Source: an optimization exercise on an open RTL-to-GDS flow (aim: small area and a short achievable clock period). Production flows keep margins and buffers that such runs may drop. RTL that was checked went through simulation tests only; none was proved equivalent to the original. The RTL of run 2 was laid out without a check of its function.

<file path="run.sh">
#!/bin/bash
# synth_recipe.tcl (not shown) runs the flow's synth.tcl, then flattens the netlist and writes it again
# the make line also repeats each setting of config.mk as NAME=value (left out here)
make -C /OpenROAD-flow-scripts/flow DESIGN_CONFIG=/design/flow/config.mk WORK_HOME=/design/flow/orfs CLKGATE_MAP_FILE= SYNTH_SCRIPT=/design/flow/synth_recipe.tcl finish
</file>
<file path="config.mk">
export PLATFORM = sky130hd
export DESIGN_NAME = convolution
export DESIGN_NICKNAME = convolution
export VERILOG_FILES = /design/flow/design.v
export SDC_FILE = /design/flow/constraint.sdc
export NUM_CORES = 4
export LEC_CHECK = 0
export CAP_MARGIN = 20
export CORE_MARGIN = 2
export CORE_UTILIZATION = 40
export SLEW_MARGIN = 20
</file>
<file path="constraint.sdc">
create_clock -name core_clock -period 5.5 [get_ports {clk}]
set_input_delay 1.1000 -clock core_clock [delete_from_list [all_inputs] [get_ports {clk}]]
set_output_delay 1.1000 -clock core_clock [all_outputs]
set_load 0.01 [all_outputs]
</file>
<file path="design.v">
module convolution(
input        clk,
input [71:0] pixel_data_in,
input        pixel_data_valid_in,
output reg [7:0] convolved_data_out,
output reg   convolved_data_valid_out
);
wire [7:0] kernel_horizontal [8:0];
wire [7:0] kernel_vertical [8:0];
reg [10:0] mult_result_horizontal[8:0];
reg [10:0] mult_result_vertical[8:0];
reg [10:0] sum_horizontal;
reg [10:0] sum_vertical;
reg [10:0] sum_horizontal_reg;
reg [10:0] sum_vertical_reg;
reg mult_result_valid;
reg sum_result_valid;
reg convolved_data_valid_reg;
reg [20:0] convolved_data_intermediate1;
reg [20:0] convolved_data_intermediate2;
wire [21:0] convolved_data_combined;
reg convolved_data_intermediate_valid;
assign kernel_horizontal[0] = 8'd1;
assign kernel_horizontal[1] = 8'd0;
assign kernel_horizontal[2] = -8'd1;
assign kernel_horizontal[3] = 8'd2;
assign kernel_horizontal[4] = 8'd0;
assign kernel_horizontal[5] = -8'd2;
assign kernel_horizontal[6] = 8'd1;
assign kernel_horizontal[7] = 8'd0;
assign kernel_horizontal[8] = -8'd1;
assign kernel_vertical[0] = 8'd1;
assign kernel_vertical[1] = 8'd2;
assign kernel_vertical[2] = 8'd1;
assign kernel_vertical[3] = 8'd0;
assign kernel_vertical[4] = 8'd0;
assign kernel_vertical[5] = 8'd0;
assign kernel_vertical[6] = -8'd1;
assign kernel_vertical[7] = -8'd2;
assign kernel_vertical[8] = -8'd1;
always @(posedge clk) begin
    mult_result_horizontal[0] <= $signed(kernel_horizontal[0]) * $signed({1'b0, pixel_data_in[7:0]});
    mult_result_horizontal[1] <= $signed(kernel_horizontal[1]) * $signed({1'b0, pixel_data_in[15:8]});
    mult_result_horizontal[2] <= $signed(kernel_horizontal[2]) * $signed({1'b0, pixel_data_in[23:16]});
    mult_result_horizontal[3] <= $signed(kernel_horizontal[3]) * $signed({1'b0, pixel_data_in[31:24]});
    mult_result_horizontal[4] <= $signed(kernel_horizontal[4]) * $signed({1'b0, pixel_data_in[39:32]});
    mult_result_horizontal[5] <= $signed(kernel_horizontal[5]) * $signed({1'b0, pixel_data_in[47:40]});
    mult_result_horizontal[6] <= $signed(kernel_horizontal[6]) * $signed({1'b0, pixel_data_in[55:48]});
    mult_result_horizontal[7] <= $signed(kernel_horizontal[7]) * $signed({1'b0, pixel_data_in[63:56]});
    mult_result_horizontal[8] <= $signed(kernel_horizontal[8]) * $signed({1'b0, pixel_data_in[71:64]});
    mult_result_vertical[0] <= $signed(kernel_vertical[0]) * $signed({1'b0, pixel_data_in[7:0]});
    mult_result_vertical[1] <= $signed(kernel_vertical[1]) * $signed({1'b0, pixel_data_in[15:8]});
    mult_result_vertical[2] <= $signed(kernel_vertical[2]) * $signed({1'b0, pixel_data_in[23:16]});
    mult_result_vertical[3] <= $signed(kernel_vertical[3]) * $signed({1'b0, pixel_data_in[31:24]});
    mult_result_vertical[4] <= $signed(kernel_vertical[4]) * $signed({1'b0, pixel_data_in[39:32]});
    mult_result_vertical[5] <= $signed(kernel_vertical[5]) * $signed({1'b0, pixel_data_in[47:40]});
    mult_result_vertical[6] <= $signed(kernel_vertical[6]) * $signed({1'b0, pixel_data_in[55:48]});
    mult_result_vertical[7] <= $signed(kernel_vertical[7]) * $signed({1'b0, pixel_data_in[63:56]});
    mult_result_vertical[8] <= $signed(kernel_vertical[8]) * $signed({1'b0, pixel_data_in[71:64]});
    mult_result_valid <= pixel_data_valid_in;
end
always @(*) begin
    sum_horizontal = $signed(mult_result_horizontal[0]) + $signed(mult_result_horizontal[1]) + $signed(mult_result_horizontal[2]) +
                      $signed(mult_result_horizontal[3]) + $signed(mult_result_horizontal[4]) + $signed(mult_result_horizontal[5]) +
                      $signed(mult_result_horizontal[6]) + $signed(mult_result_horizontal[7]) + $signed(mult_result_horizontal[8]);
    sum_vertical = $signed(mult_result_vertical[0]) + $signed(mult_result_vertical[1]) + $signed(mult_result_vertical[2]) +
                   $signed(mult_result_vertical[3]) + $signed(mult_result_vertical[4]) + $signed(mult_result_vertical[5]) +
                   $signed(mult_result_vertical[6]) + $signed(mult_result_vertical[7]) + $signed(mult_result_vertical[8]);
end
always @(posedge clk) begin
    sum_horizontal_reg <= sum_horizontal;
    sum_vertical_reg <= sum_vertical;
    sum_result_valid <= mult_result_valid;
end
always @(posedge clk) begin
    convolved_data_intermediate1 <= $signed(sum_horizontal_reg) * $signed(sum_horizontal_reg);
    convolved_data_intermediate2 <= $signed(sum_vertical_reg) * $signed(sum_vertical_reg);
    convolved_data_intermediate_valid <= sum_result_valid;
end
assign convolved_data_combined = convolved_data_intermediate1 + convolved_data_intermediate2;
always @(posedge clk) begin
    if (convolved_data_combined > 4000)
        convolved_data_out <= 8'hFF;
    else
        convolved_data_out <= 8'h00;
    convolved_data_valid_out <= convolved_data_intermediate_valid;
end
endmodule
</file>
==> results_dict.tcl, run 1 <==
set metrics [dict create \
    timing.rr.end "convolved_data_intermediate2[20]" \
    hold_viol_final 0 \
    synth_cell_types 52 \
    ant_nets 0 \
    place.gp.congestion 0.7973 \
    first_global_vias 10698 \
    timing.final.crit_period_ns 5.199 \
    tritoncts "built" \
    antenna_found_initial 1 \
    drt-initial-drc-count 389 \
    overflow 0 \
    yosys.area_share.xor_xnor 0.06272 \
    die_h_um 198.2 \
    relSlewSlack 0.6062 \
    grt_pass1_wl_um 49930 \
    area_growth_pct 13.38 \
    insertion_delay_ns 0.44 \
    min_path_type "reg -> reg" \
    cts_root_buf "clkbuf_16" \
    start_kind "flop" \
    synth_top_flop_cell "dfxtp_1" \
    crit_chain "buf_4 -> and2_1 -> inv_1 -> fa_1 -> inv_1 -> fa_1 -> fa_1 -> fa_1 -> inv_1 -> fa_1 -> inv_1 -> ha_1 -> and2_1 -> o21a_1 -> a311oi_1 -> o21bai_1 -> xnor2_1" \
    synth_nets 1996 \
    crit_buf_inv 5 \
    h-tree-depth 4 \
    worst_r2r_path_depth 17 \
    cp-startpoint "sum_vertical_reg[6]" \
    clkTransAtPathRegs_ns 0.07 \
    drcViolationCount 0 \
    ff2ff_setup_slack_ns 0.30 \
    end_kind "flop" \
    drtPass1Iterations 4 \
    drive_gt1_frac 0.05136 \
    num_vias 9743 \
    cp.arrival_ns 5.50 \
    dieArea_mm2 0.03927 \
    ys_ff_latch 158 \
    r2r-start "sum_vertical_reg[6]" \
    top_register "mult_result_horizontal" \
    drv_slew 0 \
    crit_end "convolved_data_intermediate2[20]" \
    syn_inst 1523 \
    crit_required_ns 5.80 \
    antennaDiodeCount 0 \
    hpwl_um 24560 \
    avgRoutedWirePerCell_um 13.39 \
    cpMaxStageDelayCell "fa_1" \
    floorplan.initialDensity 0.4032 \
    grt_usage 0.1617 \
    fmax_mhz 192.3 \
    ys_warn_count 3 \
    synth.mux.area_fraction 0.002655 \
    io-pin-count 83 \
    fin_crit_sh 0.9453 \
    slowest_delay_ns 0.61 \
    die_x_um 198.2 \
    tightestPinTransition_ns 0.5758 \
    hold_slack_ns 0.3296 \
    path_depth 17 \
    async_flop_share 0 \
    synth_simple_gate_area_share 0.1002 \
    cts_hold_buf 0 \
    row_count 71 \
    synth_top_family_by_area "adder cells" \
    synth_compound_area_frac 0.05409 \
    setup-violations-final 0 \
    syn_avg_cell_area_um2 9.902 \
    nets 2077 \
    cap_viol_max_count 0 \
    drt_wl_total_um 28470 \
    cts_max_path_buffers 2 \
    grt_max_degree 21 \
    largest_reg_flops 55 \
    synth-adder-area-share 0.4641 \
    setup-tns-final_ns 0 \
    reg_top3 "mult_result_horizontal x55, mult_result_vertical x36" \
    synth_edf_count 0 \
    ys_seq_area_frac 0.2097 \
    core_area_mm2 0.03740 \
    skew_ns 0.01611 \
    netlist_area_mm2 0.01508 \
    drt-vias-per-instance 4.581 \
    cts_sinks 158 \
    path_class "reg -> reg" \
    cp_top_family "adder cells" \
    cp_max_fo 6 \
    cpMostUsedCell "fa_1" \
    status "complete, no violations" \
    portBuffers 74 \
    rsz0062_at_grt "no" \
    numCtsBuffers 17 \
]
[final cells by class]
class,instances,area [um2]
Inverter,387,1453
Tap cell,511,639.4
Sequential cell,158,3187
Fill cell,3553,20300
Clock inverter,14,176.4
Clock buffer,17,425.4
Multi-Input combinational cell,945,10320
Timing Repair Buffer,95,898.4
[timing repair]
| action | 4_1_cts | 5_1_grt |
|---|---|---|
| setup buffers | 0 | 0 |
| setup endpoints to repair | 0 | 8 |
| resized for setup | 0 | 21 |
[cells in the mapped netlist, drive strengths merged (7+ instances only)]
cell / count / area (um2)
a211oi: 7 / 57.55
a21o: 9 / 67.56
a21oi: 36 / 183.9
and2: 46 / 287.8
and3: 11 / 78.82
buf: 9 / 62.56
clkbuf: 24 / 90.09
dfxtp: 158 / 3163
fa: 266 / 5325
ha: 133 / 1664
inv: 387 / 1453
nand2: 93 / 349.1
nand2b: 9 / 56.30
nand3: 13 / 65.06
nand3b: 8 / 60.06
nor2: 79 / 296.5
nor2b: 16 / 100.1
nor3: 21 / 105.1
o21a: 8 / 60.06
o21ai: 22 / 110.1
xnor2: 86 / 753.2
xor2: 22 / 192.7
[cells in the final DEF, fill, tap and decap left out, types with 9 or more instances in the layout]
cell	netlist	final
inv_1	387	387
fa_1	266	266
dfxtp_1	158	141
ha_1	133	133
nand2_1	93	93
xnor2_1	86	86
nor2_1	79	76
clkdlybuf4s50_1	0	74
and2_1	46	46
a21oi_1	35	35
xor2_1	22	22
o21ai_0	22	22
nor3_1	21	21
buf_4	7	21
clkbuf_16	0	17
nor2b_1	16	16
dfxtp_2	0	16
nand3_1	13	13
nand2b_1	9	9
a21o_1	9	9
and3_1	9	9
[per-layer routing]
| layer | wire length, um | part of all wire | track usage |
|---|---|---|---|
| met3 | 1031 | 0.036 | 0.02487 |
| met5 | 16 | 0.00056 | 0 |
| met4 | 312 | 0.011 | 0.03370 |
| met1 | 12150 | 0.43 | 0.1988 |
| met2 | 14970 | 0.53 | 0.2985 |
[cells by family (layout without fill, tap and decap cells)]
| logic type | after synthesis | in the layout |
|---|---|---|
| compound gates | 120 | 120 |
| xor+xnor | 108 | 108 |
| fa+ha+maj | 400 | 400 |
| buf+inv | 420 | 513 |
| flops | 158 | 158 |
| mux | 4 | 4 |
| simple gates | 313 | 313 |
[worst register-to-register path: stages, from the launching register on]
cell and delay [ns]:
dfxtp_2 0.42, buf_4 0.18, and2_1 0.18, inv_1 0.07, fa_1 0.61, inv_1 0.13, fa_1 0.52, fa_1 0.55
fa_1 0.55, inv_1 0.05, fa_1 0.53, inv_1 0.04, ha_1 0.36, and2_1 0.20, o21a_1 0.16, a311oi_1 0.27
o21bai_1 0.11, xnor2_1 0.14
[through the flow]
step	setup slack (ns)	utilization	area (um2)	instances
2_1_floorplan	0.1935	-	15080	1523
3_3_place_gp	0.1231	0.4403	16470	2096
3_5_place_dp	0.05699	0.4403	16470	2096
4_1_cts	0.06262	0.4564	17070	2127
5_1_grt	0.001296	0.4572	17100	2127
6_report	0.3008	0.4572	17100	2127
[how the worst min path moves through the flow]
stage	from	endpoint	slack (ns)	cells after the start
after global routing	sum_result_valid	convolved_data_intermediate_valid	0.34	0
final	sum_result_valid	convolved_data_intermediate_valid	0.33	0
after global placement	sum_result_valid	convolved_data_intermediate_valid	0.31	0
after floorplan	sum_result_valid	convolved_data_intermediate_valid	0.31	0
after detailed placement	convolved_data_intermediate_valid	convolved_data_valid_out	0.32	0
after CTS	sum_result_valid	convolved_data_intermediate_valid	0.33	0
==> run 2, diff against run 1 <==
==> design.v (replaced) <==
module convolution(
input        clk,
input [71:0] pixel_data_in,
input        pixel_data_valid_in,
output reg [7:0] convolved_data_out,
output reg   convolved_data_valid_out
);
wire [7:0] p0 = pixel_data_in[7:0];
wire [7:0] p1 = pixel_data_in[15:8];
wire [7:0] p2 = pixel_data_in[23:16];
wire [7:0] p3 = pixel_data_in[31:24];
wire [7:0] p5 = pixel_data_in[47:40];
wire [7:0] p6 = pixel_data_in[55:48];
wire [7:0] p7 = pixel_data_in[63:56];
wire [7:0] p8 = pixel_data_in[71:64];
wire signed [10:0] a = $signed({3'b0, p0}) - $signed({3'b0, p8});
wire signed [10:0] b = $signed({3'b0, p6}) - $signed({3'b0, p2});
wire signed [10:0] c = $signed({3'b0, p3}) - $signed({3'b0, p5});
wire signed [10:0] d = $signed({3'b0, p1}) - $signed({3'b0, p7});
wire signed [10:0] gx = a + b + (c <<< 1);
wire signed [10:0] gy = a - b + (d <<< 1);
wire bigx = ~(&gx[10:6] | ~|gx[10:6]);
wire bigy = ~(&gy[10:6] | ~|gy[10:6]);
wire signed [6:0] sx = gx[6:0];
wire signed [6:0] sy = gy[6:0];
wire [12:0] qx = sx * sx;
wire [12:0] qy = sy * sy;
wire [13:0] q = qx + qy;
wire is_edge = bigx | bigy | (q > 14'd4000);
always @(posedge clk) begin
    convolved_data_out <= {8{is_edge}};
    convolved_data_valid_out <= pixel_data_valid_in;
end
endmodule
==> run 2 against run 1 <==
Compared with the run above: the layout now fails its checks (setup timing); setup slack lost 3.4 ns; sequential share of layout area is 18 points lower; maximum frequency shrank 40%; flip-flop and latch count shrank 156; die area decreased by 58%; synthesized cell count fell by 50%; clock-buffer cell count decreased by 14; first-iteration DRC count is 65% lower; non-clock buffer count up 179.
==> results_dict.tcl, run 2 <==
set metrics [dict create \
    crit_required_ns 5.58 \
    cts_max_path_buffers 2 \
    first_global_vias 5725 \
    relSlewSlack 0.7812 \
    path_class "in -> reg" \
    numCtsBuffers 3 \
    grt_usage 0.1853 \
    dp_slack_ns -4.045 \
    synth_area_leaders "fa_1, ha_1, inv_1" \
    h-tree-depth 1 \
    status "failed layout checks" \
    fin_util 0.6174 \
    min_path_type "in -> reg" \
    holdPathEnd "convolved_data_valid_out" \
    top_layer_used "met4" \
    hpwl_um 12730 \
    setup-violations-final 1 \
    met1_length_um 6292 \
    cts_sinks 2 \
    ant_nets 0 \
    ys_ff_latch 2 \
    check-failures "setup timing" \
    design_area_mm2 0.009316 \
    placed_area_mm2 0.008522 \
    cp.arrival_ns 8.72 \
    synth_edf_count 0 \
    cts_hold_buf 0 \
    portBuffers 74 \
    synth_cell_types 47 \
    syn_inst 761 \
    end_kind "flop" \
    synth_nets 1030 \
    netlist_area_mm2 0.006118 \
    die_x_um 127.7 \
    synth_most_common_cell "inv_1" \
    cpMostUsedCell "fa_1" \
    cap_viol_max_count 0 \
    area_growth_pct 52.27 \
    tightestPinTransition_ns 0.3258 \
    synth.top_cell.area_share 0.2519 \
    fin_ws_ns -3.138 \
    cp-startpoint "pixel_data_in[0]" \
    grt_pass1_wl_um 24900 \
    reg_top3 "convolved_data_out x1, convolved_data_valid_out x1" \
    ys_warn_count 1 \
    drt-vias-per-instance 4.628 \
    antenna_found_initial 0 \
    hold_viol_final 0 \
    dieArea_mm2 0.01630 \
    rsz0062_at_grt "yes" \
    timing.final.crit_period_ns 8.638 \
    final_cells 1213 \
    holdPathStages 1 \
    worstHoldStart "pixel_data_valid_in" \
    cpMaxStageDelayCell "fa_1" \
    layout_commonest_cell "buf_4" \
    syn_avg_cell_area_um2 8.040 \
    synth_top_flop_cell "dfxtp_1" \
    clkTransAtPathRegs_ns 0.03 \
    nets 1296 \
    place.gp.congestion 0.8611 \
    start_kind "input pin" \
    num_vias 5614 \
    dp.cells 1171 \
    drive_gt1_frac 0.3376 \
    ys_seq_area_frac 0.006544 \
    antennaDiodeCount 0 \
    row_count 45 \
    final_cell_mix "buf_4, inv_1, ha_1" \
    met3_length_um 439 \
    async_flop_share 0 \
    io-pin-count 83 \
    drv_slew 0 \
    grt_max_degree 11 \
    drcViolationCount 0 \
    drtPass1Iterations 4 \
    fin_crit_sh 1.571 \
    fmax_mhz 115.8 \
    drt_wl_total_um 14740 \
    drt-initial-drc-count 136 \
    avgRoutedWirePerCell_um 12.15 \
    overflow 0 \
    cts_root_buf "clkbuf_16" \
    floorplan.initialDensity 0.4055 \
    synth.largest_area_cell "fa_1" \
    tritoncts "built" \
    synthTopCellsByCount "inv_1, ha_1, fa_1" \
    cp_max_fo 5 \
    die_h_um 127.7 \
    slowest_delay_ns 0.51 \
    met2_length_um 7924 \
    core_area_mm2 0.01509 \
]
run 2: worst max-delay path: cells and delay by family:
family | cells | cell delay [ns]
adders and majority gates | 11 | 3.68
and+or+nand+nor | 10 | 1.56
AOI/OAI and AO/OA | 7 | 1.32
buffers and inverters | 8 | 0.53
xor gates and xnor gates | 3 | 0.51
run 2: logic make-up (layout without fill, tap and decap cells):
group / count (synthesis) / in the layout / share of synthesized area
buffers and inverters: 217 / 481 / 0.1376
adder cells (fa/ha/maj): 195 / 195 / 0.4933
AND/OR/NAND/NOR: 160 / 160 / 0.1331
AO/OA/AOI/OAI: 113 / 113 / 0.1231
XOR/XNOR: 72 / 72 / 0.1031
multiplexers: 2 / 2 / 0.003272
flip-flops: 2 / 2 / 0.006544
run 2: what timing repair did:
item                       4_1_cts  5_1_grt
setup endpoints to repair        1        1
cloned                           0        0
setup buffers                   22       18
pin swaps                       48       71
resized for setup               70       64
run 2: how the worst max path moves through the flow:
stage,to,slack [ns]
6_report,convolved_data_out[0],-3.14
5_1_grt,convolved_data_out[0],-3.56
4_1_cts,convolved_data_out[0],-3.26
3_5_place_dp,convolved_data_out[0],-4.05
3_3_place_gp,convolved_data_out[0],-3.95
2_1_floorplan,convolved_data_out[0],-2.95
run 2: layout make-up:
cell class	count	area, um2
multi-input combinational	542	5926
fill	1333	5773
timing repair buffer	274	2255
inverter	204	785.8
tap	188	235.2
clock buffer	3	75.07
sequential	2	40.04
run 2: metrics by stage:
stage	hold WS [ns]	setup TNS [ns]
after detailed placement	1.560	-4.045
after global placement	1.560	-3.953
final	1.354	-3.138
after global routing	1.353	-3.556
after CTS	1.352	-3.265
after floorplan	1.128	-2.945
run 2: routing by layer:
layer	GRT usage	vias to the layer above
met2	0.3617	79
met4	0.02004	0
met3	0.01419	8
met1	0.2284	2608
met5	0	-
li1	-	2919

==> separate check: timing with driven ports <==
Ports are ideal in the flow. The routed layouts listed here were re-timed in OpenROAD.
Step 1 (the two cells are an assumption about what drives the block):
set clk [get_ports {clk}]
set_driving_cell -lib_cell sky130_fd_sc_hd__clkbuf_16 $clk
set_driving_cell -lib_cell sky130_fd_sc_hd__buf_2 [delete_from_list [all_inputs] $clk]
Step 2 also shifts input and output timing later by t, the mid clock arrival at the registers, as if the neighbouring blocks saw the same clock.
a / b / c = ideal / step 1 / step 2; a / b = the first two.
run | shift t [ns] | setup slack, ns | worst setup path at the end
run 1 | 0.472 | 0.301 / 0.301 / 0.301 | register to register
run 2 | 0.245 | -3.138 / -3.144 / -3.389 | input to register
The setup slack of run 2, which loses most, moves by -0.006 ns with the drivers and by -0.251 ns with both steps.
